This is an optimization exercise on Yosys and OpenROAD, whose aim is small area, a short achievable clock period and few clock cycles per item, not a production implementation.
Only simulation tests tie the RTL to the original design; equivalence was not proved.
Power and IR drop assume default switching activity.

[design/flow/flow/run.sh]
#!/bin/bash
# Own layout flow: the standard flow, with the port buffers made from
# sky130_fd_sc_hd__buf_2 cells instead of the default cell.
set -e
cp standard.sh standard_sh.txt
echo "export BUFFER_PORTS_ARGS = -buffer_cell sky130_fd_sc_hd__buf_2" >> config.mk
bash standard.sh > standard.log 2>&1
[design/flow/standard.sh]
#!/bin/bash
# synth_recipe.tcl (not shown) runs the flow's synth.tcl, then flattens the netlist and writes it again
# the make line also repeats each setting of config.mk as NAME=value (left out here)
make -C /OpenROAD-flow-scripts/flow DESIGN_CONFIG=/design/flow/config.mk WORK_HOME=/design/flow/orfs CLKGATE_MAP_FILE= SYNTH_SCRIPT=/design/flow/synth_recipe.tcl "${@:-finish}"
[design/flow/config.mk]
export PLATFORM = sky130hd
export DESIGN_NAME = booth_multiplier
export DESIGN_NICKNAME = booth_multiplier
export VERILOG_FILES = /design/flow/design.v
export SDC_FILE = /design/flow/constraint.sdc
export NUM_CORES = 4
export LEC_CHECK = 0
export CAP_MARGIN = 20
export CORE_MARGIN = 2
export CORE_UTILIZATION = 40
export SETUP_SLACK_MARGIN = 3.3
export SLEW_MARGIN = 20
export SYNTH_HIERARCHICAL = 1
export SYNTH_MINIMUM_KEEP_SIZE = 0
export BUFFER_PORTS_ARGS = -buffer_cell sky130_fd_sc_hd__buf_2
[design/flow/constraint.sdc]
create_clock -name core_clock -period 6.0 [get_ports {clk}]
set_input_delay 1.2000 -clock core_clock [delete_from_list [all_inputs] [get_ports {clk}]]
set_output_delay 1.2000 -clock core_clock [all_outputs]
set_load 0.01 [all_outputs]
[design/flow/design.v]
module booth_multiplier #(
    parameter int N = 64
)(
    input  logic                    clk,
    input  logic                    rst,
    input  logic                    start,
    input  logic signed [N-1:0]     multiplicand,
    input  logic signed [N-1:0]     multiplier,
    output logic signed [(2*N)-1:0] product,
    output logic                    done
);
    logic [63:0]   M;           
    logic [63:0]   Q;           
    logic [65:0]   S, C;        
    logic [7:0]    SL, CL;      
    logic [3:0]    one, two, ng;    
    logic [3:0]    oneb, twob, ngb;    
    logic          first;       
    logic [2:0]    cnt;
    logic          busy, fin;
    logic [8:0]    lsum;
    logic          cout;
    assign lsum = {1'b0, SL} + {1'b0, CL};
    assign cout = lsum[8];
    function automatic logic [2:0] recode(input logic [2:0] b);
        recode[2] = b[1] ^ b[0];
        recode[1] = (b[2] & ~b[1] & ~b[0]) | (~b[2] & b[1] & b[0]);
        recode[0] = b[2];
    endfunction
    logic [8:0] nb;       
    logic [3:0] one_n, two_n, ng_n;
    always_comb begin
        if (start) nb = {multiplier[7:0], 1'b0};
        else       nb = Q[15:7];
        for (int j = 0; j < 4; j++)
            {one_n[j], two_n[j], ng_n[j]} = recode(nb[2*j +: 3]);
    end
    logic [65:0] pp0;
    logic [65:0] pp1;
    logic [65:0] pp2;
    logic [65:0] pp3;
    always_comb begin
        pp0[0] = ng[0] ^ (one[0] & M[0]);
        for (int i = 1; i < 33; i++) pp0[i] = ng[0] ^ ((one[0] & M[i]) | (two[0] & M[i-1]));
        for (int i = 33; i < 64; i++) pp0[i] = ngb[0] ^ ((oneb[0] & M[i]) | (twob[0] & M[i-1]));
        pp0[64] = ngb[0] ^ ((oneb[0] | twob[0]) & M[63]);
        pp0[65] = ~pp0[64];
        pp1[0] = ng[1] ^ (one[1] & M[0]);
        for (int i = 1; i < 33; i++) pp1[i] = ng[1] ^ ((one[1] & M[i]) | (two[1] & M[i-1]));
        for (int i = 33; i < 64; i++) pp1[i] = ngb[1] ^ ((oneb[1] & M[i]) | (twob[1] & M[i-1]));
        pp1[64] = ngb[1] ^ ((oneb[1] | twob[1]) & M[63]);
        pp1[65] = ~pp1[64];
        pp2[0] = ng[2] ^ (one[2] & M[0]);
        for (int i = 1; i < 33; i++) pp2[i] = ng[2] ^ ((one[2] & M[i]) | (two[2] & M[i-1]));
        for (int i = 33; i < 64; i++) pp2[i] = ngb[2] ^ ((oneb[2] & M[i]) | (twob[2] & M[i-1]));
        pp2[64] = ngb[2] ^ ((oneb[2] | twob[2]) & M[63]);
        pp2[65] = ~pp2[64];
        pp3[0] = ng[3] ^ (one[3] & M[0]);
        for (int i = 1; i < 33; i++) pp3[i] = ng[3] ^ ((one[3] & M[i]) | (two[3] & M[i-1]));
        for (int i = 33; i < 64; i++) pp3[i] = ngb[3] ^ ((oneb[3] & M[i]) | (twob[3] & M[i-1]));
        pp3[64] = ngb[3] ^ ((oneb[3] | twob[3]) & M[63]);
        pp3[65] = ~pp3[64];
    end
    logic [65:0] Sg;    
    assign Sg = first ? '0 : S;
    logic hs0, hc0, fs1, fc1, fs2, fc2, hs3, hc3;
    logic fs4, fc4, fs5, fc5, fs6, fc6, fs7, fc7;
    logic fs8, fc8, fs9, fc9, fs10, fc10, fs11, fc11;
    logic fs12, fc12, fs13, fc13, fs14, fc14, fs15, fc15;
    logic fs16, fc16, fs17, fc17, fs18, fc18, fs19, fc19;
    logic fs20, fc20, fs21, fc21, fs22, fc22, fs23, fc23;
    logic fs24, fc24, fs25, fc25, fs26, fc26, fs27, fc27;
    logic fs28, fc28, fs29, fc29, fs30, fc30, fs31, fc31;
    logic fs32, fc32, fs33, fc33, fs34, fc34, fs35, fc35;
    logic fs36, fc36, fs37, fc37, fs38, fc38, fs39, fc39;
    logic fs40, fc40, fs41, fc41, fs42, fc42, fs43, fc43;
    logic fs44, fc44, fs45, fc45, fs46, fc46, fs47, fc47;
    logic fs48, fc48, fs49, fc49, fs50, fc50, fs51, fc51;
    logic fs52, fc52, fs53, fc53, fs54, fc54, fs55, fc55;
    logic fs56, fc56, fs57, fc57, fs58, fc58, fs59, fc59;
    logic fs60, fc60, fs61, fc61, fs62, fc62, fs63, fc63;
    logic fs64, fc64, fs65, fc65, fs66, fc66, fs67, fc67;
    logic fs68, fc68, fs69, fc69, fs70, fc70, fs71, fc71;
    logic fs72, fc72, fs73, fc73, fs74, fc74, fs75, fc75;
    logic fs76, fc76, fs77, fc77, fs78, fc78, fs79, fc79;
    logic fs80, fc80, fs81, fc81, fs82, fc82, fs83, fc83;
    logic fs84, fc84, fs85, fc85, fs86, fc86, fs87, fc87;
    logic fs88, fc88, fs89, fc89, fs90, fc90, fs91, fc91;
    logic fs92, fc92, fs93, fc93, fs94, fc94, fs95, fc95;
    logic fs96, fc96, fs97, fc97, fs98, fc98, fs99, fc99;
    logic fs100, fc100, fs101, fc101, fs102, fc102, fs103, fc103;
    logic fs104, fc104, fs105, fc105, fs106, fc106, fs107, fc107;
    logic fs108, fc108, fs109, fc109, fs110, fc110, fs111, fc111;
    logic fs112, fc112, fs113, fc113, fs114, fc114, fs115, fc115;
    logic fs116, fc116, fs117, fc117, fs118, fc118, fs119, fc119;
    logic fs120, fc120, fs121, fc121, fs122, fc122, hs123, hc123;
    logic hs124, hc124, fs125, fc125, fs126, fc126, fs127, fc127;
    logic fs128, fc128, fs129, fc129, fs130, fc130, fs131, fc131;
    logic fs132, fc132, fs133, fc133, fs134, fc134, fs135, fc135;
    logic fs136, fc136, fs137, fc137, fs138, fc138, fs139, fc139;
    logic fs140, fc140, fs141, fc141, fs142, fc142, fs143, fc143;
    logic fs144, fc144, fs145, fc145, fs146, fc146, fs147, fc147;
    logic fs148, fc148, fs149, fc149, fs150, fc150, fs151, fc151;
    logic fs152, fc152, fs153, fc153, fs154, fc154, fs155, fc155;
    logic fs156, fc156, fs157, fc157, fs158, fc158, fs159, fc159;
    logic fs160, fc160, fs161, fc161, fs162, fc162, fs163, fc163;
    logic fs164, fc164, fs165, fc165, fs166, fc166, fs167, fc167;
    logic fs168, fc168, fs169, fc169, fs170, fc170, fs171, fc171;
    logic fs172, fc172, fs173, fc173, fs174, fc174, fs175, fc175;
    logic fs176, fc176, fs177, fc177, fs178, fc178, fs179, fc179;
    logic fs180, fc180, fs181, fc181, fs182, fc182, fs183, fc183;
    logic fs184, fc184, fs185, fc185, fs186, fc186, fs187, fc187;
    logic fs188, fc188, fs189, fc189, fs190, fc190, hs191, hc191;
    logic hs192, hc192, fs193, fc193, fs194, fc194, fs195, fc195;
    logic fs196, fc196, fs197, fc197, fs198, fc198, fs199, fc199;
    logic fs200, fc200, fs201, fc201, fs202, fc202, fs203, fc203;
    logic fs204, fc204, fs205, fc205, fs206, fc206, fs207, fc207;
    logic fs208, fc208, fs209, fc209, fs210, fc210, fs211, fc211;
    logic fs212, fc212, fs213, fc213, fs214, fc214, fs215, fc215;
    logic fs216, fc216, fs217, fc217, fs218, fc218, fs219, fc219;
    logic fs220, fc220, fs221, fc221, fs222, fc222, fs223, fc223;
    logic fs224, fc224, fs225, fc225, fs226, fc226, fs227, fc227;
    logic fs228, fc228, fs229, fc229, fs230, fc230, fs231, fc231;
    logic fs232, fc232, fs233, fc233, fs234, fc234, fs235, fc235;
    logic fs236, fc236, fs237, fc237, fs238, fc238, fs239, fc239;
    logic fs240, fc240, fs241, fc241, fs242, fc242, fs243, fc243;
    logic fs244, fc244, fs245, fc245, fs246, fc246, fs247, fc247;
    logic fs248, fc248, fs249, fc249, fs250, fc250, fs251, fc251;
    logic fs252, fc252, fs253, fc253, fs254, fc254, fs255, fc255;
    logic fs256, fc256, fs257, fc257, fs258, fc258, fs259, fc259;
    logic fs260, fc260, fs261, fc261, hs262, hc262;
    bm_ha u_hs0 (.a(Sg[4]), .b(C[4]), .s(hs0), .co(hc0));
    bm_fa u_fs1 (.a(Sg[5]), .b(C[5]), .c(pp0[5]), .s(fs1), .co(fc1));
    bm_fa u_fs2 (.a(Sg[6]), .b(C[6]), .c(pp0[6]), .s(fs2), .co(fc2));
    bm_ha u_hs3 (.a(pp1[4]), .b(pp2[2]), .s(hs3), .co(hc3));
    bm_fa u_fs4 (.a(Sg[7]), .b(C[7]), .c(pp0[7]), .s(fs4), .co(fc4));
    bm_fa u_fs5 (.a(pp1[5]), .b(pp2[3]), .c(pp3[1]), .s(fs5), .co(fc5));
    bm_fa u_fs6 (.a(Sg[8]), .b(C[8]), .c(pp0[8]), .s(fs6), .co(fc6));
    bm_fa u_fs7 (.a(pp1[6]), .b(pp2[4]), .c(pp3[2]), .s(fs7), .co(fc7));
    bm_fa u_fs8 (.a(Sg[9]), .b(C[9]), .c(pp0[9]), .s(fs8), .co(fc8));
    bm_fa u_fs9 (.a(pp1[7]), .b(pp2[5]), .c(pp3[3]), .s(fs9), .co(fc9));
    bm_fa u_fs10 (.a(Sg[10]), .b(C[10]), .c(pp0[10]), .s(fs10), .co(fc10));
    bm_fa u_fs11 (.a(pp1[8]), .b(pp2[6]), .c(pp3[4]), .s(fs11), .co(fc11));
    bm_fa u_fs12 (.a(Sg[11]), .b(C[11]), .c(pp0[11]), .s(fs12), .co(fc12));
    bm_fa u_fs13 (.a(pp1[9]), .b(pp2[7]), .c(pp3[5]), .s(fs13), .co(fc13));
    bm_fa u_fs14 (.a(Sg[12]), .b(C[12]), .c(pp0[12]), .s(fs14), .co(fc14));
    bm_fa u_fs15 (.a(pp1[10]), .b(pp2[8]), .c(pp3[6]), .s(fs15), .co(fc15));
    bm_fa u_fs16 (.a(Sg[13]), .b(C[13]), .c(pp0[13]), .s(fs16), .co(fc16));
    bm_fa u_fs17 (.a(pp1[11]), .b(pp2[9]), .c(pp3[7]), .s(fs17), .co(fc17));
    bm_fa u_fs18 (.a(Sg[14]), .b(C[14]), .c(pp0[14]), .s(fs18), .co(fc18));
    bm_fa u_fs19 (.a(pp1[12]), .b(pp2[10]), .c(pp3[8]), .s(fs19), .co(fc19));
    bm_fa u_fs20 (.a(Sg[15]), .b(C[15]), .c(pp0[15]), .s(fs20), .co(fc20));
    bm_fa u_fs21 (.a(pp1[13]), .b(pp2[11]), .c(pp3[9]), .s(fs21), .co(fc21));
    bm_fa u_fs22 (.a(Sg[16]), .b(C[16]), .c(pp0[16]), .s(fs22), .co(fc22));
    bm_fa u_fs23 (.a(pp1[14]), .b(pp2[12]), .c(pp3[10]), .s(fs23), .co(fc23));
    bm_fa u_fs24 (.a(Sg[17]), .b(C[17]), .c(pp0[17]), .s(fs24), .co(fc24));
    bm_fa u_fs25 (.a(pp1[15]), .b(pp2[13]), .c(pp3[11]), .s(fs25), .co(fc25));
    bm_fa u_fs26 (.a(Sg[18]), .b(C[18]), .c(pp0[18]), .s(fs26), .co(fc26));
    bm_fa u_fs27 (.a(pp1[16]), .b(pp2[14]), .c(pp3[12]), .s(fs27), .co(fc27));
    bm_fa u_fs28 (.a(Sg[19]), .b(C[19]), .c(pp0[19]), .s(fs28), .co(fc28));
    bm_fa u_fs29 (.a(pp1[17]), .b(pp2[15]), .c(pp3[13]), .s(fs29), .co(fc29));
    bm_fa u_fs30 (.a(Sg[20]), .b(C[20]), .c(pp0[20]), .s(fs30), .co(fc30));
    bm_fa u_fs31 (.a(pp1[18]), .b(pp2[16]), .c(pp3[14]), .s(fs31), .co(fc31));
    bm_fa u_fs32 (.a(Sg[21]), .b(C[21]), .c(pp0[21]), .s(fs32), .co(fc32));
    bm_fa u_fs33 (.a(pp1[19]), .b(pp2[17]), .c(pp3[15]), .s(fs33), .co(fc33));
    bm_fa u_fs34 (.a(Sg[22]), .b(C[22]), .c(pp0[22]), .s(fs34), .co(fc34));
    bm_fa u_fs35 (.a(pp1[20]), .b(pp2[18]), .c(pp3[16]), .s(fs35), .co(fc35));
    bm_fa u_fs36 (.a(Sg[23]), .b(C[23]), .c(pp0[23]), .s(fs36), .co(fc36));
    bm_fa u_fs37 (.a(pp1[21]), .b(pp2[19]), .c(pp3[17]), .s(fs37), .co(fc37));
    bm_fa u_fs38 (.a(Sg[24]), .b(C[24]), .c(pp0[24]), .s(fs38), .co(fc38));
    bm_fa u_fs39 (.a(pp1[22]), .b(pp2[20]), .c(pp3[18]), .s(fs39), .co(fc39));
    bm_fa u_fs40 (.a(Sg[25]), .b(C[25]), .c(pp0[25]), .s(fs40), .co(fc40));
    bm_fa u_fs41 (.a(pp1[23]), .b(pp2[21]), .c(pp3[19]), .s(fs41), .co(fc41));
    bm_fa u_fs42 (.a(Sg[26]), .b(C[26]), .c(pp0[26]), .s(fs42), .co(fc42));
    bm_fa u_fs43 (.a(pp1[24]), .b(pp2[22]), .c(pp3[20]), .s(fs43), .co(fc43));
    bm_fa u_fs44 (.a(Sg[27]), .b(C[27]), .c(pp0[27]), .s(fs44), .co(fc44));
    bm_fa u_fs45 (.a(pp1[25]), .b(pp2[23]), .c(pp3[21]), .s(fs45), .co(fc45));
    bm_fa u_fs46 (.a(Sg[28]), .b(C[28]), .c(pp0[28]), .s(fs46), .co(fc46));
    bm_fa u_fs47 (.a(pp1[26]), .b(pp2[24]), .c(pp3[22]), .s(fs47), .co(fc47));
    bm_fa u_fs48 (.a(Sg[29]), .b(C[29]), .c(pp0[29]), .s(fs48), .co(fc48));
    bm_fa u_fs49 (.a(pp1[27]), .b(pp2[25]), .c(pp3[23]), .s(fs49), .co(fc49));
    bm_fa u_fs50 (.a(Sg[30]), .b(C[30]), .c(pp0[30]), .s(fs50), .co(fc50));
    bm_fa u_fs51 (.a(pp1[28]), .b(pp2[26]), .c(pp3[24]), .s(fs51), .co(fc51));
    bm_fa u_fs52 (.a(Sg[31]), .b(C[31]), .c(pp0[31]), .s(fs52), .co(fc52));
    bm_fa u_fs53 (.a(pp1[29]), .b(pp2[27]), .c(pp3[25]), .s(fs53), .co(fc53));
    bm_fa u_fs54 (.a(Sg[32]), .b(C[32]), .c(pp0[32]), .s(fs54), .co(fc54));
    bm_fa u_fs55 (.a(pp1[30]), .b(pp2[28]), .c(pp3[26]), .s(fs55), .co(fc55));
    bm_fa u_fs56 (.a(Sg[33]), .b(C[33]), .c(pp0[33]), .s(fs56), .co(fc56));
    bm_fa u_fs57 (.a(pp1[31]), .b(pp2[29]), .c(pp3[27]), .s(fs57), .co(fc57));
    bm_fa u_fs58 (.a(Sg[34]), .b(C[34]), .c(pp0[34]), .s(fs58), .co(fc58));
    bm_fa u_fs59 (.a(pp1[32]), .b(pp2[30]), .c(pp3[28]), .s(fs59), .co(fc59));
    bm_fa u_fs60 (.a(Sg[35]), .b(C[35]), .c(pp0[35]), .s(fs60), .co(fc60));
    bm_fa u_fs61 (.a(pp1[33]), .b(pp2[31]), .c(pp3[29]), .s(fs61), .co(fc61));
    bm_fa u_fs62 (.a(Sg[36]), .b(C[36]), .c(pp0[36]), .s(fs62), .co(fc62));
    bm_fa u_fs63 (.a(pp1[34]), .b(pp2[32]), .c(pp3[30]), .s(fs63), .co(fc63));
    bm_fa u_fs64 (.a(Sg[37]), .b(C[37]), .c(pp0[37]), .s(fs64), .co(fc64));
    bm_fa u_fs65 (.a(pp1[35]), .b(pp2[33]), .c(pp3[31]), .s(fs65), .co(fc65));
    bm_fa u_fs66 (.a(Sg[38]), .b(C[38]), .c(pp0[38]), .s(fs66), .co(fc66));
    bm_fa u_fs67 (.a(pp1[36]), .b(pp2[34]), .c(pp3[32]), .s(fs67), .co(fc67));
    bm_fa u_fs68 (.a(Sg[39]), .b(C[39]), .c(pp0[39]), .s(fs68), .co(fc68));
    bm_fa u_fs69 (.a(pp1[37]), .b(pp2[35]), .c(pp3[33]), .s(fs69), .co(fc69));
    bm_fa u_fs70 (.a(Sg[40]), .b(C[40]), .c(pp0[40]), .s(fs70), .co(fc70));
    bm_fa u_fs71 (.a(pp1[38]), .b(pp2[36]), .c(pp3[34]), .s(fs71), .co(fc71));
    bm_fa u_fs72 (.a(Sg[41]), .b(C[41]), .c(pp0[41]), .s(fs72), .co(fc72));
    bm_fa u_fs73 (.a(pp1[39]), .b(pp2[37]), .c(pp3[35]), .s(fs73), .co(fc73));
    bm_fa u_fs74 (.a(Sg[42]), .b(C[42]), .c(pp0[42]), .s(fs74), .co(fc74));
    bm_fa u_fs75 (.a(pp1[40]), .b(pp2[38]), .c(pp3[36]), .s(fs75), .co(fc75));
    bm_fa u_fs76 (.a(Sg[43]), .b(C[43]), .c(pp0[43]), .s(fs76), .co(fc76));
    bm_fa u_fs77 (.a(pp1[41]), .b(pp2[39]), .c(pp3[37]), .s(fs77), .co(fc77));
    bm_fa u_fs78 (.a(Sg[44]), .b(C[44]), .c(pp0[44]), .s(fs78), .co(fc78));
    bm_fa u_fs79 (.a(pp1[42]), .b(pp2[40]), .c(pp3[38]), .s(fs79), .co(fc79));
    bm_fa u_fs80 (.a(Sg[45]), .b(C[45]), .c(pp0[45]), .s(fs80), .co(fc80));
    bm_fa u_fs81 (.a(pp1[43]), .b(pp2[41]), .c(pp3[39]), .s(fs81), .co(fc81));
    bm_fa u_fs82 (.a(Sg[46]), .b(C[46]), .c(pp0[46]), .s(fs82), .co(fc82));
    bm_fa u_fs83 (.a(pp1[44]), .b(pp2[42]), .c(pp3[40]), .s(fs83), .co(fc83));
    bm_fa u_fs84 (.a(Sg[47]), .b(C[47]), .c(pp0[47]), .s(fs84), .co(fc84));
    bm_fa u_fs85 (.a(pp1[45]), .b(pp2[43]), .c(pp3[41]), .s(fs85), .co(fc85));
    bm_fa u_fs86 (.a(Sg[48]), .b(C[48]), .c(pp0[48]), .s(fs86), .co(fc86));
    bm_fa u_fs87 (.a(pp1[46]), .b(pp2[44]), .c(pp3[42]), .s(fs87), .co(fc87));
    bm_fa u_fs88 (.a(Sg[49]), .b(C[49]), .c(pp0[49]), .s(fs88), .co(fc88));
    bm_fa u_fs89 (.a(pp1[47]), .b(pp2[45]), .c(pp3[43]), .s(fs89), .co(fc89));
    bm_fa u_fs90 (.a(Sg[50]), .b(C[50]), .c(pp0[50]), .s(fs90), .co(fc90));
    bm_fa u_fs91 (.a(pp1[48]), .b(pp2[46]), .c(pp3[44]), .s(fs91), .co(fc91));
    bm_fa u_fs92 (.a(Sg[51]), .b(C[51]), .c(pp0[51]), .s(fs92), .co(fc92));
    bm_fa u_fs93 (.a(pp1[49]), .b(pp2[47]), .c(pp3[45]), .s(fs93), .co(fc93));
    bm_fa u_fs94 (.a(Sg[52]), .b(C[52]), .c(pp0[52]), .s(fs94), .co(fc94));
    bm_fa u_fs95 (.a(pp1[50]), .b(pp2[48]), .c(pp3[46]), .s(fs95), .co(fc95));
    bm_fa u_fs96 (.a(Sg[53]), .b(C[53]), .c(pp0[53]), .s(fs96), .co(fc96));
    bm_fa u_fs97 (.a(pp1[51]), .b(pp2[49]), .c(pp3[47]), .s(fs97), .co(fc97));
    bm_fa u_fs98 (.a(Sg[54]), .b(C[54]), .c(pp0[54]), .s(fs98), .co(fc98));
    bm_fa u_fs99 (.a(pp1[52]), .b(pp2[50]), .c(pp3[48]), .s(fs99), .co(fc99));
    bm_fa u_fs100 (.a(Sg[55]), .b(C[55]), .c(pp0[55]), .s(fs100), .co(fc100));
    bm_fa u_fs101 (.a(pp1[53]), .b(pp2[51]), .c(pp3[49]), .s(fs101), .co(fc101));
    bm_fa u_fs102 (.a(Sg[56]), .b(C[56]), .c(pp0[56]), .s(fs102), .co(fc102));
    bm_fa u_fs103 (.a(pp1[54]), .b(pp2[52]), .c(pp3[50]), .s(fs103), .co(fc103));
    bm_fa u_fs104 (.a(Sg[57]), .b(C[57]), .c(pp0[57]), .s(fs104), .co(fc104));
    bm_fa u_fs105 (.a(pp1[55]), .b(pp2[53]), .c(pp3[51]), .s(fs105), .co(fc105));
    bm_fa u_fs106 (.a(Sg[58]), .b(C[58]), .c(pp0[58]), .s(fs106), .co(fc106));
    bm_fa u_fs107 (.a(pp1[56]), .b(pp2[54]), .c(pp3[52]), .s(fs107), .co(fc107));
    bm_fa u_fs108 (.a(Sg[59]), .b(C[59]), .c(pp0[59]), .s(fs108), .co(fc108));
    bm_fa u_fs109 (.a(pp1[57]), .b(pp2[55]), .c(pp3[53]), .s(fs109), .co(fc109));
    bm_fa u_fs110 (.a(Sg[60]), .b(C[60]), .c(pp0[60]), .s(fs110), .co(fc110));
    bm_fa u_fs111 (.a(pp1[58]), .b(pp2[56]), .c(pp3[54]), .s(fs111), .co(fc111));
    bm_fa u_fs112 (.a(Sg[61]), .b(C[61]), .c(pp0[61]), .s(fs112), .co(fc112));
    bm_fa u_fs113 (.a(pp1[59]), .b(pp2[57]), .c(pp3[55]), .s(fs113), .co(fc113));
    bm_fa u_fs114 (.a(Sg[62]), .b(C[62]), .c(pp0[62]), .s(fs114), .co(fc114));
    bm_fa u_fs115 (.a(pp1[60]), .b(pp2[58]), .c(pp3[56]), .s(fs115), .co(fc115));
    bm_fa u_fs116 (.a(Sg[63]), .b(C[63]), .c(pp0[63]), .s(fs116), .co(fc116));
    bm_fa u_fs117 (.a(pp1[61]), .b(pp2[59]), .c(pp3[57]), .s(fs117), .co(fc117));
    bm_fa u_fs118 (.a(Sg[64]), .b(C[64]), .c(pp0[64]), .s(fs118), .co(fc118));
    bm_fa u_fs119 (.a(pp1[62]), .b(pp2[60]), .c(pp3[58]), .s(fs119), .co(fc119));
    bm_fa u_fs120 (.a(Sg[65]), .b(C[65]), .c(pp0[65]), .s(fs120), .co(fc120));
    bm_fa u_fs121 (.a(pp1[63]), .b(pp2[61]), .c(pp3[59]), .s(fs121), .co(fc121));
    bm_fa u_fs122 (.a(pp1[64]), .b(pp2[62]), .c(pp3[60]), .s(fs122), .co(fc122));
    bm_ha u_hs123 (.a(Sg[0]), .b(C[0]), .s(hs123), .co(hc123));
    bm_ha u_hs124 (.a(Sg[1]), .b(C[1]), .s(hs124), .co(hc124));
    bm_fa u_fs125 (.a(Sg[2]), .b(C[2]), .c(pp0[2]), .s(fs125), .co(fc125));
    bm_fa u_fs126 (.a(Sg[3]), .b(C[3]), .c(pp0[3]), .s(fs126), .co(fc126));
    bm_fa u_fs127 (.a(hs0), .b(pp0[4]), .c(pp1[2]), .s(fs127), .co(fc127));
    bm_fa u_fs128 (.a(hc0), .b(fs1), .c(pp1[3]), .s(fs128), .co(fc128));
    bm_fa u_fs129 (.a(fc1), .b(fs2), .c(hs3), .s(fs129), .co(fc129));
    bm_fa u_fs130 (.a(fc2), .b(hc3), .c(fs4), .s(fs130), .co(fc130));
    bm_fa u_fs131 (.a(fc4), .b(fc5), .c(fs6), .s(fs131), .co(fc131));
    bm_fa u_fs132 (.a(fc6), .b(fc7), .c(fs8), .s(fs132), .co(fc132));
    bm_fa u_fs133 (.a(fc8), .b(fc9), .c(fs10), .s(fs133), .co(fc133));
    bm_fa u_fs134 (.a(fc10), .b(fc11), .c(fs12), .s(fs134), .co(fc134));
    bm_fa u_fs135 (.a(fc12), .b(fc13), .c(fs14), .s(fs135), .co(fc135));
    bm_fa u_fs136 (.a(fc14), .b(fc15), .c(fs16), .s(fs136), .co(fc136));
    bm_fa u_fs137 (.a(fc16), .b(fc17), .c(fs18), .s(fs137), .co(fc137));
    bm_fa u_fs138 (.a(fc18), .b(fc19), .c(fs20), .s(fs138), .co(fc138));
    bm_fa u_fs139 (.a(fc20), .b(fc21), .c(fs22), .s(fs139), .co(fc139));
    bm_fa u_fs140 (.a(fc22), .b(fc23), .c(fs24), .s(fs140), .co(fc140));
    bm_fa u_fs141 (.a(fc24), .b(fc25), .c(fs26), .s(fs141), .co(fc141));
    bm_fa u_fs142 (.a(fc26), .b(fc27), .c(fs28), .s(fs142), .co(fc142));
    bm_fa u_fs143 (.a(fc28), .b(fc29), .c(fs30), .s(fs143), .co(fc143));
    bm_fa u_fs144 (.a(fc30), .b(fc31), .c(fs32), .s(fs144), .co(fc144));
    bm_fa u_fs145 (.a(fc32), .b(fc33), .c(fs34), .s(fs145), .co(fc145));
    bm_fa u_fs146 (.a(fc34), .b(fc35), .c(fs36), .s(fs146), .co(fc146));
    bm_fa u_fs147 (.a(fc36), .b(fc37), .c(fs38), .s(fs147), .co(fc147));
    bm_fa u_fs148 (.a(fc38), .b(fc39), .c(fs40), .s(fs148), .co(fc148));
    bm_fa u_fs149 (.a(fc40), .b(fc41), .c(fs42), .s(fs149), .co(fc149));
    bm_fa u_fs150 (.a(fc42), .b(fc43), .c(fs44), .s(fs150), .co(fc150));
    bm_fa u_fs151 (.a(fc44), .b(fc45), .c(fs46), .s(fs151), .co(fc151));
    bm_fa u_fs152 (.a(fc46), .b(fc47), .c(fs48), .s(fs152), .co(fc152));
    bm_fa u_fs153 (.a(fc48), .b(fc49), .c(fs50), .s(fs153), .co(fc153));
    bm_fa u_fs154 (.a(fc50), .b(fc51), .c(fs52), .s(fs154), .co(fc154));
    bm_fa u_fs155 (.a(fc52), .b(fc53), .c(fs54), .s(fs155), .co(fc155));
    bm_fa u_fs156 (.a(fc54), .b(fc55), .c(fs56), .s(fs156), .co(fc156));
    bm_fa u_fs157 (.a(fc56), .b(fc57), .c(fs58), .s(fs157), .co(fc157));
    bm_fa u_fs158 (.a(fc58), .b(fc59), .c(fs60), .s(fs158), .co(fc158));
    bm_fa u_fs159 (.a(fc60), .b(fc61), .c(fs62), .s(fs159), .co(fc159));
    bm_fa u_fs160 (.a(fc62), .b(fc63), .c(fs64), .s(fs160), .co(fc160));
    bm_fa u_fs161 (.a(fc64), .b(fc65), .c(fs66), .s(fs161), .co(fc161));
    bm_fa u_fs162 (.a(fc66), .b(fc67), .c(fs68), .s(fs162), .co(fc162));
    bm_fa u_fs163 (.a(fc68), .b(fc69), .c(fs70), .s(fs163), .co(fc163));
    bm_fa u_fs164 (.a(fc70), .b(fc71), .c(fs72), .s(fs164), .co(fc164));
    bm_fa u_fs165 (.a(fc72), .b(fc73), .c(fs74), .s(fs165), .co(fc165));
    bm_fa u_fs166 (.a(fc74), .b(fc75), .c(fs76), .s(fs166), .co(fc166));
    bm_fa u_fs167 (.a(fc76), .b(fc77), .c(fs78), .s(fs167), .co(fc167));
    bm_fa u_fs168 (.a(fc78), .b(fc79), .c(fs80), .s(fs168), .co(fc168));
    bm_fa u_fs169 (.a(fc80), .b(fc81), .c(fs82), .s(fs169), .co(fc169));
    bm_fa u_fs170 (.a(fc82), .b(fc83), .c(fs84), .s(fs170), .co(fc170));
    bm_fa u_fs171 (.a(fc84), .b(fc85), .c(fs86), .s(fs171), .co(fc171));
    bm_fa u_fs172 (.a(fc86), .b(fc87), .c(fs88), .s(fs172), .co(fc172));
    bm_fa u_fs173 (.a(fc88), .b(fc89), .c(fs90), .s(fs173), .co(fc173));
    bm_fa u_fs174 (.a(fc90), .b(fc91), .c(fs92), .s(fs174), .co(fc174));
    bm_fa u_fs175 (.a(fc92), .b(fc93), .c(fs94), .s(fs175), .co(fc175));
    bm_fa u_fs176 (.a(fc94), .b(fc95), .c(fs96), .s(fs176), .co(fc176));
    bm_fa u_fs177 (.a(fc96), .b(fc97), .c(fs98), .s(fs177), .co(fc177));
    bm_fa u_fs178 (.a(fc98), .b(fc99), .c(fs100), .s(fs178), .co(fc178));
    bm_fa u_fs179 (.a(fc100), .b(fc101), .c(fs102), .s(fs179), .co(fc179));
    bm_fa u_fs180 (.a(fc102), .b(fc103), .c(fs104), .s(fs180), .co(fc180));
    bm_fa u_fs181 (.a(fc104), .b(fc105), .c(fs106), .s(fs181), .co(fc181));
    bm_fa u_fs182 (.a(fc106), .b(fc107), .c(fs108), .s(fs182), .co(fc182));
    bm_fa u_fs183 (.a(fc108), .b(fc109), .c(fs110), .s(fs183), .co(fc183));
    bm_fa u_fs184 (.a(fc110), .b(fc111), .c(fs112), .s(fs184), .co(fc184));
    bm_fa u_fs185 (.a(fc112), .b(fc113), .c(fs114), .s(fs185), .co(fc185));
    bm_fa u_fs186 (.a(fc114), .b(fc115), .c(fs116), .s(fs186), .co(fc186));
    bm_fa u_fs187 (.a(fc116), .b(fc117), .c(fs118), .s(fs187), .co(fc187));
    bm_fa u_fs188 (.a(fc118), .b(fc119), .c(fs120), .s(fs188), .co(fc188));
    bm_fa u_fs189 (.a(fc120), .b(fc121), .c(fs122), .s(fs189), .co(fc189));
    bm_fa u_fs190 (.a(fc122), .b(pp1[65]), .c(pp2[63]), .s(fs190), .co(fc190));
    bm_ha u_hs191 (.a(pp2[64]), .b(pp3[62]), .s(hs191), .co(hc191));
    bm_ha u_hs192 (.a(hs123), .b(pp0[0]), .s(hs192), .co(hc192));
    bm_fa u_fs193 (.a(hc123), .b(hs124), .c(pp0[1]), .s(fs193), .co(fc193));
    bm_fa u_fs194 (.a(hc124), .b(fs125), .c(pp1[0]), .s(fs194), .co(fc194));
    bm_fa u_fs195 (.a(fc125), .b(fs126), .c(pp1[1]), .s(fs195), .co(fc195));
    bm_fa u_fs196 (.a(fc126), .b(fs127), .c(pp2[0]), .s(fs196), .co(fc196));
    bm_fa u_fs197 (.a(fc127), .b(fs128), .c(pp2[1]), .s(fs197), .co(fc197));
    bm_fa u_fs198 (.a(fc128), .b(fs129), .c(pp3[0]), .s(fs198), .co(fc198));
    bm_fa u_fs199 (.a(fc129), .b(fs130), .c(fs5), .s(fs199), .co(fc199));
    bm_fa u_fs200 (.a(fc130), .b(fs131), .c(fs7), .s(fs200), .co(fc200));
    bm_fa u_fs201 (.a(fc131), .b(fs132), .c(fs9), .s(fs201), .co(fc201));
    bm_fa u_fs202 (.a(fc132), .b(fs133), .c(fs11), .s(fs202), .co(fc202));
    bm_fa u_fs203 (.a(fc133), .b(fs134), .c(fs13), .s(fs203), .co(fc203));
    bm_fa u_fs204 (.a(fc134), .b(fs135), .c(fs15), .s(fs204), .co(fc204));
    bm_fa u_fs205 (.a(fc135), .b(fs136), .c(fs17), .s(fs205), .co(fc205));
    bm_fa u_fs206 (.a(fc136), .b(fs137), .c(fs19), .s(fs206), .co(fc206));
    bm_fa u_fs207 (.a(fc137), .b(fs138), .c(fs21), .s(fs207), .co(fc207));
    bm_fa u_fs208 (.a(fc138), .b(fs139), .c(fs23), .s(fs208), .co(fc208));
    bm_fa u_fs209 (.a(fc139), .b(fs140), .c(fs25), .s(fs209), .co(fc209));
    bm_fa u_fs210 (.a(fc140), .b(fs141), .c(fs27), .s(fs210), .co(fc210));
    bm_fa u_fs211 (.a(fc141), .b(fs142), .c(fs29), .s(fs211), .co(fc211));
    bm_fa u_fs212 (.a(fc142), .b(fs143), .c(fs31), .s(fs212), .co(fc212));
    bm_fa u_fs213 (.a(fc143), .b(fs144), .c(fs33), .s(fs213), .co(fc213));
    bm_fa u_fs214 (.a(fc144), .b(fs145), .c(fs35), .s(fs214), .co(fc214));
    bm_fa u_fs215 (.a(fc145), .b(fs146), .c(fs37), .s(fs215), .co(fc215));
    bm_fa u_fs216 (.a(fc146), .b(fs147), .c(fs39), .s(fs216), .co(fc216));
    bm_fa u_fs217 (.a(fc147), .b(fs148), .c(fs41), .s(fs217), .co(fc217));
    bm_fa u_fs218 (.a(fc148), .b(fs149), .c(fs43), .s(fs218), .co(fc218));
    bm_fa u_fs219 (.a(fc149), .b(fs150), .c(fs45), .s(fs219), .co(fc219));
    bm_fa u_fs220 (.a(fc150), .b(fs151), .c(fs47), .s(fs220), .co(fc220));
    bm_fa u_fs221 (.a(fc151), .b(fs152), .c(fs49), .s(fs221), .co(fc221));
    bm_fa u_fs222 (.a(fc152), .b(fs153), .c(fs51), .s(fs222), .co(fc222));
    bm_fa u_fs223 (.a(fc153), .b(fs154), .c(fs53), .s(fs223), .co(fc223));
    bm_fa u_fs224 (.a(fc154), .b(fs155), .c(fs55), .s(fs224), .co(fc224));
    bm_fa u_fs225 (.a(fc155), .b(fs156), .c(fs57), .s(fs225), .co(fc225));
    bm_fa u_fs226 (.a(fc156), .b(fs157), .c(fs59), .s(fs226), .co(fc226));
    bm_fa u_fs227 (.a(fc157), .b(fs158), .c(fs61), .s(fs227), .co(fc227));
    bm_fa u_fs228 (.a(fc158), .b(fs159), .c(fs63), .s(fs228), .co(fc228));
    bm_fa u_fs229 (.a(fc159), .b(fs160), .c(fs65), .s(fs229), .co(fc229));
    bm_fa u_fs230 (.a(fc160), .b(fs161), .c(fs67), .s(fs230), .co(fc230));
    bm_fa u_fs231 (.a(fc161), .b(fs162), .c(fs69), .s(fs231), .co(fc231));
    bm_fa u_fs232 (.a(fc162), .b(fs163), .c(fs71), .s(fs232), .co(fc232));
    bm_fa u_fs233 (.a(fc163), .b(fs164), .c(fs73), .s(fs233), .co(fc233));
    bm_fa u_fs234 (.a(fc164), .b(fs165), .c(fs75), .s(fs234), .co(fc234));
    bm_fa u_fs235 (.a(fc165), .b(fs166), .c(fs77), .s(fs235), .co(fc235));
    bm_fa u_fs236 (.a(fc166), .b(fs167), .c(fs79), .s(fs236), .co(fc236));
    bm_fa u_fs237 (.a(fc167), .b(fs168), .c(fs81), .s(fs237), .co(fc237));
    bm_fa u_fs238 (.a(fc168), .b(fs169), .c(fs83), .s(fs238), .co(fc238));
    bm_fa u_fs239 (.a(fc169), .b(fs170), .c(fs85), .s(fs239), .co(fc239));
    bm_fa u_fs240 (.a(fc170), .b(fs171), .c(fs87), .s(fs240), .co(fc240));
    bm_fa u_fs241 (.a(fc171), .b(fs172), .c(fs89), .s(fs241), .co(fc241));
    bm_fa u_fs242 (.a(fc172), .b(fs173), .c(fs91), .s(fs242), .co(fc242));
    bm_fa u_fs243 (.a(fc173), .b(fs174), .c(fs93), .s(fs243), .co(fc243));
    bm_fa u_fs244 (.a(fc174), .b(fs175), .c(fs95), .s(fs244), .co(fc244));
    bm_fa u_fs245 (.a(fc175), .b(fs176), .c(fs97), .s(fs245), .co(fc245));
    bm_fa u_fs246 (.a(fc176), .b(fs177), .c(fs99), .s(fs246), .co(fc246));
    bm_fa u_fs247 (.a(fc177), .b(fs178), .c(fs101), .s(fs247), .co(fc247));
    bm_fa u_fs248 (.a(fc178), .b(fs179), .c(fs103), .s(fs248), .co(fc248));
    bm_fa u_fs249 (.a(fc179), .b(fs180), .c(fs105), .s(fs249), .co(fc249));
    bm_fa u_fs250 (.a(fc180), .b(fs181), .c(fs107), .s(fs250), .co(fc250));
    bm_fa u_fs251 (.a(fc181), .b(fs182), .c(fs109), .s(fs251), .co(fc251));
    bm_fa u_fs252 (.a(fc182), .b(fs183), .c(fs111), .s(fs252), .co(fc252));
    bm_fa u_fs253 (.a(fc183), .b(fs184), .c(fs113), .s(fs253), .co(fc253));
    bm_fa u_fs254 (.a(fc184), .b(fs185), .c(fs115), .s(fs254), .co(fc254));
    bm_fa u_fs255 (.a(fc185), .b(fs186), .c(fs117), .s(fs255), .co(fc255));
    bm_fa u_fs256 (.a(fc186), .b(fs187), .c(fs119), .s(fs256), .co(fc256));
    bm_fa u_fs257 (.a(fc187), .b(fs188), .c(fs121), .s(fs257), .co(fc257));
    bm_fa u_fs258 (.a(fc188), .b(fs189), .c(1'b1), .s(fs258), .co(fc258));
    bm_fa u_fs259 (.a(fc189), .b(fs190), .c(pp3[61]), .s(fs259), .co(fc259));
    bm_fa u_fs260 (.a(fc190), .b(hs191), .c(1'b1), .s(fs260), .co(fc260));
    bm_fa u_fs261 (.a(hc191), .b(pp2[65]), .c(pp3[63]), .s(fs261), .co(fc261));
    bm_ha u_hs262 (.a(pp3[64]), .b(1'b1), .s(hs262), .co(hc262));
    logic [65:0] S_t, C_t;
    logic [7:0] SL_t, CL_t;
    assign SL_t[0] = hs192;
    assign CL_t[0] = cout;
    assign SL_t[1] = hc192;
    assign CL_t[1] = fs193;
    assign SL_t[2] = fc193;
    assign CL_t[2] = fs194;
    assign SL_t[3] = fc194;
    assign CL_t[3] = fs195;
    assign SL_t[4] = fc195;
    assign CL_t[4] = fs196;
    assign SL_t[5] = fc196;
    assign CL_t[5] = fs197;
    assign SL_t[6] = fc197;
    assign CL_t[6] = fs198;
    assign SL_t[7] = fc198;
    assign CL_t[7] = fs199;
    assign S_t[0] = fc199;
    assign C_t[0] = fs200;
    assign S_t[1] = fc200;
    assign C_t[1] = fs201;
    assign S_t[2] = fc201;
    assign C_t[2] = fs202;
    assign S_t[3] = fc202;
    assign C_t[3] = fs203;
    assign S_t[4] = fc203;
    assign C_t[4] = fs204;
    assign S_t[5] = fc204;
    assign C_t[5] = fs205;
    assign S_t[6] = fc205;
    assign C_t[6] = fs206;
    assign S_t[7] = fc206;
    assign C_t[7] = fs207;
    assign S_t[8] = fc207;
    assign C_t[8] = fs208;
    assign S_t[9] = fc208;
    assign C_t[9] = fs209;
    assign S_t[10] = fc209;
    assign C_t[10] = fs210;
    assign S_t[11] = fc210;
    assign C_t[11] = fs211;
    assign S_t[12] = fc211;
    assign C_t[12] = fs212;
    assign S_t[13] = fc212;
    assign C_t[13] = fs213;
    assign S_t[14] = fc213;
    assign C_t[14] = fs214;
    assign S_t[15] = fc214;
    assign C_t[15] = fs215;
    assign S_t[16] = fc215;
    assign C_t[16] = fs216;
    assign S_t[17] = fc216;
    assign C_t[17] = fs217;
    assign S_t[18] = fc217;
    assign C_t[18] = fs218;
    assign S_t[19] = fc218;
    assign C_t[19] = fs219;
    assign S_t[20] = fc219;
    assign C_t[20] = fs220;
    assign S_t[21] = fc220;
    assign C_t[21] = fs221;
    assign S_t[22] = fc221;
    assign C_t[22] = fs222;
    assign S_t[23] = fc222;
    assign C_t[23] = fs223;
    assign S_t[24] = fc223;
    assign C_t[24] = fs224;
    assign S_t[25] = fc224;
    assign C_t[25] = fs225;
    assign S_t[26] = fc225;
    assign C_t[26] = fs226;
    assign S_t[27] = fc226;
    assign C_t[27] = fs227;
    assign S_t[28] = fc227;
    assign C_t[28] = fs228;
    assign S_t[29] = fc228;
    assign C_t[29] = fs229;
    assign S_t[30] = fc229;
    assign C_t[30] = fs230;
    assign S_t[31] = fc230;
    assign C_t[31] = fs231;
    assign S_t[32] = fc231;
    assign C_t[32] = fs232;
    assign S_t[33] = fc232;
    assign C_t[33] = fs233;
    assign S_t[34] = fc233;
    assign C_t[34] = fs234;
    assign S_t[35] = fc234;
    assign C_t[35] = fs235;
    assign S_t[36] = fc235;
    assign C_t[36] = fs236;
    assign S_t[37] = fc236;
    assign C_t[37] = fs237;
    assign S_t[38] = fc237;
    assign C_t[38] = fs238;
    assign S_t[39] = fc238;
    assign C_t[39] = fs239;
    assign S_t[40] = fc239;
    assign C_t[40] = fs240;
    assign S_t[41] = fc240;
    assign C_t[41] = fs241;
    assign S_t[42] = fc241;
    assign C_t[42] = fs242;
    assign S_t[43] = fc242;
    assign C_t[43] = fs243;
    assign S_t[44] = fc243;
    assign C_t[44] = fs244;
    assign S_t[45] = fc244;
    assign C_t[45] = fs245;
    assign S_t[46] = fc245;
    assign C_t[46] = fs246;
    assign S_t[47] = fc246;
    assign C_t[47] = fs247;
    assign S_t[48] = fc247;
    assign C_t[48] = fs248;
    assign S_t[49] = fc248;
    assign C_t[49] = fs249;
    assign S_t[50] = fc249;
    assign C_t[50] = fs250;
    assign S_t[51] = fc250;
    assign C_t[51] = fs251;
    assign S_t[52] = fc251;
    assign C_t[52] = fs252;
    assign S_t[53] = fc252;
    assign C_t[53] = fs253;
    assign S_t[54] = fc253;
    assign C_t[54] = fs254;
    assign S_t[55] = fc254;
    assign C_t[55] = fs255;
    assign S_t[56] = fc255;
    assign C_t[56] = fs256;
    assign S_t[57] = fc256;
    assign C_t[57] = fs257;
    assign S_t[58] = fc257;
    assign C_t[58] = fs258;
    assign S_t[59] = fc258;
    assign C_t[59] = fs259;
    assign S_t[60] = fc259;
    assign C_t[60] = fs260;
    assign S_t[61] = fc260;
    assign C_t[61] = fs261;
    assign S_t[62] = fc261;
    assign C_t[62] = hs262;
    assign S_t[63] = hc262;
    assign C_t[63] = pp3[65];
    assign S_t[64] = 1'b1;
    assign C_t[64] = 1'b0;
    assign S_t[65] = 1'b0;
    assign C_t[65] = 1'b0;
    logic [71:0] cpa;
    assign cpa = {S[63:0], SL} + {C[63:0], CL};
    logic [65:0] C_INIT;
    always_comb begin
        C_INIT = '0;
        C_INIT[65] = 1'b1;
        for (int i = 0; i < 32; i++) C_INIT[2*i] = multiplier[2*i+1];
    end
    always_ff @(posedge clk) begin
        if (start) begin
            M   <= multiplicand;
            Q   <= multiplier;
            cnt <= '0;
        end else if (busy) begin
            Q   <= {lsum[7:0], Q[63:8]};
            cnt <= cnt + 1'b1;
        end else if (fin) begin
            Q   <= {cpa[7:0], Q[63:8]};
        end
        if (busy) begin
            S   <= S_t;
            C   <= C_t;
            SL  <= SL_t;
            CL  <= CL_t;
        end else begin
            S   <= {2'd0, cpa[71:8]};
            C   <= start ? C_INIT : '0;
            SL  <= '0;
            CL  <= '0;
        end
        if (start || busy) begin
            one <= one_n;
            two <= two_n;
            ng  <= ng_n;
        end
        oneb <= one_n;
        twob <= two_n;
        ngb  <= ng_n;
    end
    always_ff @(posedge clk or posedge rst) begin
        if (rst) begin
            busy  <= 1'b0;
            fin   <= 1'b0;
            done  <= 1'b0;
            first <= 1'b0;
        end else begin
            first <= start;
            if (start) begin
                busy <= 1'b1;
                fin  <= 1'b0;
                done <= 1'b0;
            end else begin
                if (busy && cnt == 7) begin
                    busy <= 1'b0;
                    fin  <= 1'b1;
                end
                if (fin) begin
                    fin  <= 1'b0;
                    done <= 1'b1;
                end
            end
        end
    end
    assign product = {S[63:0], Q};
endmodule
module bm_fa (input logic a, input logic b, input logic c, output logic s, output logic co);
    assign s  = a ^ b ^ c;
    assign co = (a & b) | (a & c) | (b & c);
endmodule
module bm_ha (input logic a, input logic b, output logic s, output logic co);
    assign s  = a ^ b;
    assign co = a & b;
endmodule
==> impl_metrics.toml, run 1 <==
[timing]
fin_crit_ps = 3020
hold_violations = 0
worstMarginPinSlew_ps = 1120
setup_tns_ps = 0
clock.fmax_ghz = 0.332
fin_ws_ps = 2980
finClkSkew_ps = 13.2
setup_violations = 0
drv_slew = 0
rsz0062_at_grt = "true"
fin_crit_sh_pct = 50.3
max_slew_margin_pct = 25.6

[final_layout]
regArea_um2 = 7690
post-route-util_pct = 52.0
area_growth_pct = 28.2
finalInstanceArea_um2 = 32200
antenna_cells = 0
final_cell_mix = "258 x buf_2, 250 x xnor2_1, 183 x nand2_1, 140 x edfxtp_1"
layout_commonest_cell = "buf_2"
final_nets = 3148
multi_input_area_um2 = 18500
n_fill_cell = 5512
drive_above_1_share_pct = 41.2

[placement]
placed_area_um2 = 26300
place_hpwl_mm = 60.2
routabilityCongestion = 0.883
portBuffers = 259
place_ws_ps = 2500

[clock_network]
cts_root_buf = "clkbuf_16"
hold_buffers = 0
cts_tree = "built"
insertion_delay_ps = 570
cts_max_level = 2
cts_buffers = 40
cts.path.max_buffers = 3
clk_transition_reported_paths_ps = 60
clock-sinks = 305

[setup_path]
cp_common_cell = "o21ai_4"
crit_arrival_ps = 3470
path_cells = "ha_4 -> a21o_1 -> or2_4 -> o21ai_4 -> a2111oi_4 -> buf_4 -> o311a_4 -> o21ai_4 -> nand2_4 -> o211ai_1 -> nand3_1 -> a31o_1"
start_kind = "register"
crit_required_ps = 6460
endpoint_kind = "register"
critPathMaxFanout = 2
slowest_delay_ps = 350
critical-path-top-delay-family = "compound AO/OA/AOI/OAI gates"
critPathKind = "register to register"
critPathBufInv = 1
cp_slowest_cell = "o311a_4"

[pwr]
ir_worst_vdd_mv = 0.300
power_mw = 23.7
powerDensity_nw_per_um2 = 735
comb_power_share_pct = 72.8
netSwitchingFraction_pct = 45.9
p_clk_share_pct = 9.9
switching_power_mw = 10.9
p_int_mw = 12.8
p_leak_nw = 12.4
seqPwrFrac_pct = 17.2

[yosys]
synth_area_um2 = 25100
synth_edf_count = 140
postSynthAreaPerCell_um2 = 10.2
ys_seq_elements = 305
synth.distinct_cells = 71
synth_top_area_cell = "fa_1"
synthCells = 2459
synthFlopType = "dfxtp_1"
async_reset_ff_share_pct = 1.31
synth_area_leaders = "fa_1 20%, edfxtp_1 17%, dfxtp_1 13%"
yosys_warnings = 7
yosysSeqAreaShare_pct = 30.0
synth_top_area_share_pct = 20.5

[job]
maxCapViolations = 0

[route]
drt-initial-drc-count = 1760
vias_per_cell = 5.72
vias = 20300
drc = 0
drtPass1Iterations = 7
routed_wl_mm = 86.9
postRouteAntennaNets = 0
wl_per_cell_um = 24.5

[grt]
grt_max_degree = 102
track_usage_pct = 26.6
antenna_found_initial = 1
grt_pass1_vias = 20800
overflow = 0
grt_pass1_wl_mm = 130

[floorplanning]
start_util_pct = 40.6
rows = 91
die_height_um = 255
io_pins = 260
core_area_um2 = 61900
die_width_um = 255
die_area_um2 = 64800

[hold_path]
holdCritPathClass = "register to register"

[run_status]
status = "finished clean"
synth_stat cells (all sizes together) (4+ instances only):
library cell,number
a21o,29
xor2,32
nor4,5
fa,257
and3,11
nand2,205
o211ai,11
clkbuf,170
inv,56
a211oi,4
mux2i,8
dfrtp,4
a22oi,253
a211o,4
nand2b,7
nand3,15
nand4,19
and2,52
edfxtp,140
a221oi,4
buf,109
nor3,14
ha,80
o21ai,186
a31oi,9
or2,4
nor2,50
or3,6
nor2b,73
o21a,6
mux2,28
and4,5
dfxtp,161
xnor2,303
o21bai,13
o31ai,5
a21oi,89
path summary, 6_finish.rpt:
kind                                  startpoint               end  slack (ps)  depth (start not counted)
worst min-delay path               fin$_DFF_PP0_     fin$_DFF_PP0_         460                          1
worst max-delay path            CL[5]$_SDFF_PN0_     S[58]$_DFF_P_        2980                         12
max in group asynchronous                    rst  busy$_DFFE_PP0P_        5320                          2
worst max register to register  CL[5]$_SDFF_PN0_     S[58]$_DFF_P_        2980                         12
min in group asynchronous                    rst  done$_DFFE_PP0P_         510                          2
worst min register to register     fin$_DFF_PP0_     fin$_DFF_PP0_         460                          1
state kept, by name, summed over array words and instances, names as in the netlist:
| signal | count |
|---|---|
| CL | 8 |
| done | 1 |
| first | 1 |
| fin | 1 |
| cnt | 3 |
| S | 65 |
| ng | 4 |
| twob | 4 |
| ngb | 4 |
| one | 4 |
| C | 65 |
| SL | 8 |
| M | 64 |
| two | 4 |
| busy | 1 |
| oneb | 4 |
| Q | 64 |
what timing repair did:
action | 4_1_cts | 5_1_grt
setup endpoints to repair | 134 | 130
resized for setup | 506 | 263
pin swaps | 240 | 222
endpoints found under the hold margin | 0 | 0
cloned | 7 | 0
setup buffers | 119 | 48
modules after synthesis (local to each module, per instance):
| module | area [um2] | flip-flops and latches | copies in the design |
|---|---|---|---|
| bm_ha | 12.5 | 0 | 7 |
| bm_fa | 20.0 | 0 | 256 |
| booth_multiplier | 19900 | 305 | 1 |
worst register-to-register path: cells and delay by family, from the launching register on:
family	cells	cell delay (ps)
compound gates	7	1620
simple gates	3	570
flops	1	330
fa+ha+maj	1	230
buf+inv	1	160
layout make-up:
cell class,instances,share of cell area [%]
well taps,837,3.25
flip-flops and latches,305,23.9
clock buffers,56,3.48
repair buffers,455,10.9
clock inverters,15,0.381
inverters,57,0.664
multi-input cells,1821,57.5
power groups by stage:
stage	clock network [mW]	registers [mW]	logic, mW
floorplan	0	3.52	10.2
global placement	0	4.08	13.5
detailed placement	0	4.07	13.6
CTS	2.41	4.05	15.8
global route	2.49	4.14	19.0
finish	2.35	4.08	17.2
kinds of logic (layout without fill, tap and decap cells):
group,after synthesis,count (layout),share of synthesized area [%]
AO/OA/AOI/OAI,636,636,16.8
AND/OR/NAND/NOR,472,472,9.17
flip-flops,305,305,30.0
other,2,5,0.0299
multiplexers,36,36,1.57
buffers and inverters,336,583,6.31
XOR/XNOR,335,335,11.7
adder cells (fa/ha/maj),337,337,24.5
layer usage:
metal / GRT usage [%] / wire length, um
met4: 9.24 / 2930
met3: 4.00 / 6700
met1: 36.4 / 36400
met2: 43.0 / 40900
met5: 0 / 0
metrics by stage:
step,cells,hold slack [ps]
6_report,3546,463
5_1_grt,3546,479
4_1_cts,3497,462
3_5_place_dp,3300,450
3_3_place_gp,3300,446
2_1_floorplan,2462,342
Testbench counts, summed over its fixed seeds: cycles 2,880, items 288.
==> run 2, diff against run 1 <==
--- a/design/flow/config.mk
+++ b/design/flow/config.mk
@@ -9,4 +9,4 @@
 export CORE_MARGIN = 2
-export CORE_UTILIZATION = 40
-export SETUP_SLACK_MARGIN = 3.3
+export CORE_UTILIZATION = 60
+export SETUP_SLACK_MARGIN = 3.0
 export SLEW_MARGIN = 20
==> run 2 against run 1 <==
Against the previous run:
- wire length shrank 12%
- sequential share of layout area grew 3.2 points
- critical endpoint is now S[46]$_DFF_P_
- largest power group unchanged
- count of clock-buffer cells in the layout shrank 11
- critical path type unchanged
- highest routed layer is now met5
==> impl_metrics.toml, run 2 <==
[route]
drt-initial-drc-count = 2166
routed_wl_mm = 76.7
vias = 19500
postRouteAntennaNets = 0
vias_per_cell = 6.30
drc = 0
drtPass1Iterations = 6
wl_per_cell_um = 24.7

[final_layout]
area_growth_pct = 11.6
final_cell_mix = "302 x xnor2_1, 258 x buf_2, 255 x fa_1, 250 x a22oi_1, 202 x nand2_1"
final_nets = 3006
layout_commonest_cell = "xnor2_1"
drive_above_1_share_pct = 21.2
finalInstanceArea_um2 = 28000
post-route-util_pct = 68.2
final_cells = 3100
reg.largest.list = "C: 65 flops, S: 65 flops"

[timing]
setup_violations = 0
fin_crit_ps = 3060
hold_violations = 0
rsz0062_at_grt = "true"
finClkSkew_ps = 25.1
setup_tns_ps = 0
drv_slew = 0
max_slew_margin_pct = 26.0
clock.fmax_ghz = 0.327
worstMarginPinSlew_ps = 1110
fin_crit_sh_pct = 51.0

[pwr]
power_mw = 20.5
seqPwrFrac_pct = 19.7
ir_worst_vdd_mv = 0.454
comb_power_share_pct = 69.0
switching_power_mw = 9.66
powerDensity_nw_per_um2 = 733
p_int_mw = 10.9
p_leak_nw = 11.2
p_clk_share_pct = 11.2
netSwitchingFraction_pct = 47.0

[grt]
top_usage_layer = "met2"
use_met2_pct = 54.4
met3_usage_pct = 7.18
grt_pass1_wl_mm = 117
overflow = 0
grt_pass1_vias = 20000
antenna_found_initial = 2
track_usage_pct = 35.1
grt_max_degree = 91
use_met1_pct = 48.6

[floorplanning]
die_width_um = 209
io_pins = 260
die_height_um = 209
die_area_um2 = 43500
core_area_um2 = 41100
start_util_pct = 61.1
rows = 74

[yosys]
yosys_warnings = 7
synth_top_area_cell = "fa_1"
synth_edf_count = 140
synthCells = 2459
postSynthAreaPerCell_um2 = 10.2
synth_area_leaders = "fa_1 20%, edfxtp_1 17%, dfxtp_1 13%"
synth.distinct_cells = 71
ys_seq_elements = 305
synth_top_area_share_pct = 20.5
yosysSeqAreaShare_pct = 30.0
synth_area_um2 = 25100
synthFlopType = "dfxtp_1"
async_reset_ff_share_pct = 1.31
synth_commonest_cells = "303 x xnor2_1, 257 x fa_1, 253 x a22oi_1"
yosysMostFrequentCell = "xnor2_1"

[setup_path]
start_kind = "register"
cp_slowest_cell = "a2111oi_4"
reg2reg_slack_ps = 2940
slowest_delay_ps = 420
critPathBufInv = 1
crit_arrival_ps = 3480
path_cells = "ha_4 -> inv_2 -> fa_2 -> nand2b_4 -> a21oi_4 -> o21ai_4 -> a2111oi_4 -> o311a_1 -> nor2_4 -> o31ai_4 -> a21bo_2 -> xnor2_2 -> o21ai_1"
crit_required_ps = 6420
endpoint_kind = "register"
critical-path-top-delay-family = "compound AO/OA/AOI/OAI gates"
critPathMaxFanout = 3
critPathKind = "register to register"

[clock_network]
cts_tree = "built"
cts_max_level = 2
cts.path.max_buffers = 3
clock-sinks = 305
insertion_delay_ps = 580
cts_root_buf = "clkbuf_16"
clk_transition_reported_paths_ps = 60
hold_buffers = 0
cts_buffers = 38

[placement]
portBuffers = 259
dp_cells = 3001
place_hpwl_mm = 55.8
routabilityCongestion = 0.970
placed_area_um2 = 26000

[hold_path]
holdCritPathClass = "register to register"

[job]
maxCapViolations = 0

[run_status]
status = "finished clean"
-- run 2: cell counts after synthesis --
No cell type changed its count.
-- run 2: path summary, 6_finish.rpt --
kind                                       start          endpoint  cells after the start
worst max-delay path            CL[0]$_SDFF_PN0_     S[46]$_DFF_P_                     13
worst min-delay path               fin$_DFF_PP0_     fin$_DFF_PP0_                      1
worst max register to register  CL[0]$_SDFF_PN0_     S[46]$_DFF_P_                     13
worst min register to register     fin$_DFF_PP0_     fin$_DFF_PP0_                      1
max in group asynchronous                    rst  busy$_DFFE_PP0P_                      2
min in group asynchronous                    rst   first$_DFF_PP0_                      2
-- run 2: final cells by class --
class	count	area [um2]
multi-input combinational	1821	16500
fill	3237	13100
sequential	305	7590
timing repair buffer	315	1840
clock buffer	45	987
tap	532	666
clock inverter	24	229
inverter	57	214
antenna	1	2.50
-- run 2: cell families (layout without fill, tap and decap cells) --
group           count (synthesis)  in the layout  share of synthesized area [%]
compound gates                636            636                           16.8
xor+xnor                      335            335                           11.7
fa+ha+maj                     337            337                           24.5
buf+inv                       336            441                           6.31
flops                         305            305                           30.0
mux                            36             36                           1.57
other cells                     2              6                         0.0299
simple gates                  472            472                           9.17
-- run 2: through the flow --
| stage | worst slack, ps | hold WS, ps |
|---|---|---|
| after detailed placement | 2610 | 462 |
| final | 2940 | 483 |
| after global routing | 2830 | 501 |
| after CTS | 2930 | 470 |
| after floorplan | 3140 | 342 |
| after global placement | 2640 | 444 |
-- run 2: worst reg2reg max path, delay by kind of cell (launching register included) --
kind            cells  cell delay (ps)
compound gates      7             1670
xor+xnor            1              120
fa+ha+maj           2              500
buf+inv             1               40
flops               1              340
simple gates        2              240
-- run 2: per-module statistics from Yosys, one instance, submodules excluded --
module | cell area (um2) | flip-flops and latches
bm_fa | 20.0 | 0
booth_multiplier | 19900 | 305
bm_ha | 12.5 | 0
-- run 2: metal layers --
metal  up-vias  wire length, um
met5         -               13
met4         2             2670
met3       198             6770
met2      1071            35100
met1      9656            32100
li1       8604                -
-- run 2: repair_timing --
item                       in CTS  in global routing
setup endpoints to repair     131                 92
hold endpoints to repair        0                  0
buffers inserted                5                 24
resized for setup              48                119
pin swaps                      11                 32
-- run 2: power groups by stage --
| stage | clock network, mW | registers (mW) | logic, mW |
|---|---|---|---|
| 2_1_floorplan | 0 | 3.52 | 10.2 |
| 3_3_place_gp | 0 | 4.03 | 12.9 |
| 3_5_place_dp | 0 | 4.01 | 13.2 |
| 4_1_cts | 2.34 | 3.98 | 13.5 |
| 5_1_grt | 2.41 | 4.10 | 15.9 |
| 6_report | 2.31 | 4.05 | 14.2 |
==> run 3, diff against run 2 <==
--- a/design/flow/config.mk
+++ b/design/flow/config.mk
@@ -10,2 +10,4 @@
 export CORE_UTILIZATION = 60
+export CTS_BUF_LIST = sky130_fd_sc_hd__clkbuf_8
+export CTS_CLUSTER_SIZE = 40
 export SETUP_SLACK_MARGIN = 3.0
==> run 3 against run 2 <==
Against the previous run:
- design area is 0.43% lower
- global-route usage is 0.20 points higher
- area after synthesis stayed put
- still clean
- combinational power hardly changed
- via count is 1.6% higher
- final cell count is 1.1% higher
- wire length is 1.9% higher
- register-to-register slack better by 90 ps
- highest routed layer is now met4
==> impl_metrics.toml, run 3 <==
[setup_path]
regToRegStartpoint = "C[2]$_DFF_P_"
r2r-end = "S[51]$_DFF_P_"
crit_required_ps = 6490
start_kind = "register"
path_cells = "ha_2 -> and3_1 -> and4_1 -> o21ai_2 -> nand3_2 -> a21oi_4 -> o31ai_4 -> buf_4 -> a31o_4 -> a31oi_1 -> xnor2_1 -> o21ai_0"
crit_end = "S[51]$_DFF_P_"
slowest_delay_ps = 390
critPathMaxFanout = 6
critPathKind = "register to register"
crit_path_start = "C[2]$_DFF_P_"
critPathBufInv = 1
cp.depth = 12
endpoint_kind = "register"
critical-path-top-delay-family = "compound AO/OA/AOI/OAI gates"
reg2reg_slack_ps = 3030
cp_slowest_cell = "dfxtp_4"
r2r.worst_path.cells = 12
crit_arrival_ps = 3460

[pwr]
seqPwrFrac_pct = 20.0
switching_power_mw = 9.65
netSwitchingFraction_pct = 47.7
comb_power_share_pct = 70.3
p_int_mw = 10.6
ir_worst_vdd_mv = 0.318
powerDensity_nw_per_um2 = 725
p_leak_nw = 11.2
p_clk_share_pct = 9.7

[timing]
drv_slew = 0
setup_tns_ps = 0
clock.fmax_ghz = 0.337
hold_violations = 0
fin_crit_ps = 2970
fin_crit_sh_pct = 49.5
worstMarginPinSlew_ps = 1100
rsz0062_at_grt = "true"
max_slew_margin_pct = 26.6
finClkSkew_ps = 33.7
setup_violations = 0

[clock_network]
cts_root_buf = "clkbuf_8"
clock-sinks = 305
insertion_delay_ps = 660
hold_buffers = 0
cts_buffers = 55
cts_tree = "built"
cts.path.max_buffers = 3
cts_max_level = 2
clk_transition_reported_paths_ps = 70

[yosys]
synth.distinct_cells = 71
yosysSeqAreaShare_pct = 30.0
synthFlopType = "dfxtp_1"
synth_area_um2 = 25100
yosys_warnings = 7
ys_seq_elements = 305
yosysMostFrequentCell = "xnor2_1"
synth_commonest_cells = "303 x xnor2_1, 257 x fa_1, 253 x a22oi_1"
synth_area_leaders = "fa_1 20%, edfxtp_1 17%, dfxtp_1 13%"
synth_edf_count = 140
async_reset_ff_share_pct = 1.31
synth_top_area_share_pct = 20.5
postSynthAreaPerCell_um2 = 10.2
synthCells = 2459
synth_top_area_cell = "fa_1"

[floorplanning]
die_height_um = 209
core_area_um2 = 41100
io_pins = 260
start_util_pct = 61.1
rows = 74
die_area_um2 = 43500
die_width_um = 209

[final_layout]
reg.largest.list = "C: 65 flops, S: 65 flops"
layout_commonest_cell = "xnor2_1"
finalInstanceArea_um2 = 27900
final_cell_mix = "301 x xnor2_1, 258 x buf_2, 255 x fa_1, 250 x a22oi_1, 202 x nand2_1"
drive_above_1_share_pct = 21.3
final_nets = 3025
area_growth_pct = 11.1

[grt]
track_usage_pct = 35.3
grt_pass1_vias = 20000
grt_pass1_wl_mm = 119
grt_max_degree = 91
overflow = 0
antenna_found_initial = 0

[route]
drt-initial-drc-count = 2133
postRouteAntennaNets = 0
vias = 19800
drc = 0
vias_per_cell = 6.33
wl_per_cell_um = 24.9
routed_wl_mm = 78.1
drtPass1Iterations = 6

[placement]
portBuffers = 259
routabilityCongestion = 0.970
placed_area_um2 = 26000
place_hpwl_mm = 55.8

[run_status]
status = "finished clean"

[job]
maxCapViolations = 0

[hold_path]
holdCritPathClass = "primary input to async pin"
run 3: changes by cell type in the layout (fill, tap and decap cells not counted), moves of 6 or more:
cell / delta
clkinv_1: +6
inv_1: +20
clkbuf_16: -36
clkbuf_8: +59
clkbuf_1: -6
run 3: logic make-up (layout without fill, tap and decap cells):
| family | count (synthesis) | count (layout) | synth area share [%] |
|---|---|---|---|
| AO/OA/AOI/OAI | 636 | 636 | 16.8 |
| XOR/XNOR | 335 | 335 | 11.7 |
| adder cells (fa/ha/maj) | 337 | 337 | 24.5 |
| buffers and inverters | 336 | 475 | 6.31 |
| flip-flops | 305 | 305 | 30.0 |
| multiplexers | 36 | 36 | 1.57 |
| other | 2 | 6 | 0.0299 |
| AND/OR/NAND/NOR | 472 | 472 | 9.17 |
run 3: final cells by class:
cell class              instances  area (um2)
diodes                          1        2.50
clock buffers                  60         826
clock inverters                41         219
fillers                      3265       13200
inverters                      57         214
multi-input cells            1821       16500
flip-flops and latches        305        7590
well taps                     532         666
repair buffers                317        1900
run 3: worst min-delay path by stage:
stage                                  to  cells after the start
final                     first$_DFF_PP0_                      2
after detailed placement    fin$_DFF_PP0_                      1
after global routing      first$_DFF_PP0_                      2
after CTS                 first$_DFF_PP0_                      2
after floorplan             S[64]$_DFF_P_                      0
after global placement      fin$_DFF_PP0_                      1
run 3: modules after synthesis (local to each module, per instance):
module / cell area [um2] / cells inside / flops+latches
booth_multiplier: 19900 / 2196 / 305
bm_fa: 20.0 / 1 / 0
bm_ha: 12.5 / 1 / 0
run 3: metrics by stage:
| stage | util (%) | power [mW] | setup slack, ps | hold slack [ps] | cells |
|---|---|---|---|---|---|
| 2_1_floorplan | - | 13.8 | 3140 | 342 | 2462 |
| 3_3_place_gp | 63.1 | 16.9 | 2640 | 444 | 3000 |
| 3_5_place_dp | 63.1 | 17.2 | 2610 | 462 | 3001 |
| 4_1_cts | 66.2 | 19.5 | 2980 | 366 | 3107 |
| 5_1_grt | 67.9 | 22.1 | 2900 | 401 | 3133 |
| 6_report | 67.9 | 20.2 | 3030 | 406 | 3134 |
run 3: worst register-to-register path: cells and delay by family, from the launching register on:
kind	cells	cell delay, ps
simple gates	3	610
fa+ha+maj	1	320
compound gates	6	1110
flops	1	390
buf+inv	1	190
xor+xnor	1	180
run 3: metal layers:
metal	share of wire [%]	vias to the layer above	GRT usage, %
met1	41	9815	48.9
met3	9.7	193	7.41
met4	3.4	0	12.6
li1	-	8649	-
met5	0	-	0
met2	46	1180	55.3
run 3: power groups by stage:
stage / logic, mW / clock network (mW) / registers (mW)
global route: 15.9 / 2.07 / 4.10
finish: 14.2 / 1.96 / 4.05
CTS: 13.5 / 1.99 / 3.98
detailed placement: 13.2 / 0 / 4.01
floorplan: 10.2 / 0 / 3.52
global placement: 12.9 / 0 / 4.03
run 3: repair_timing:
item | CTS | global route
gates resized for setup | 43 | 125
endpoints found under the setup margin | 132 | 83
cloned | 0 | 2
buffers inserted | 5 | 24
pin swaps | 9 | 20

[static timing again, ports no longer ideal]
How much do the figures lean on ideal ports? The routed layouts below were timed once more, with nothing changed but the port constraints. Step 1, drivers: a clkbuf_16 drives clk and a buf_2 each remaining input, both assumed. Step 2 times the ports against the registers' clock, not the clock port: input delays grow and output delays shrink by t, the midpoint of the rising clock arrivals with the driver on. a / b / c = ideal / step 1 / step 2; a / b = the first two.
run | t (ns) | slack for setup (ns)
run 1 | 0.625 | 2.985 / 2.985 / 2.954
run 2 | 0.621 | 2.941 / 2.941 / 2.606
run 3 | 0.702 | 3.032 / 3.032 / 2.620
After both steps setup and hold are still met in every run listed.
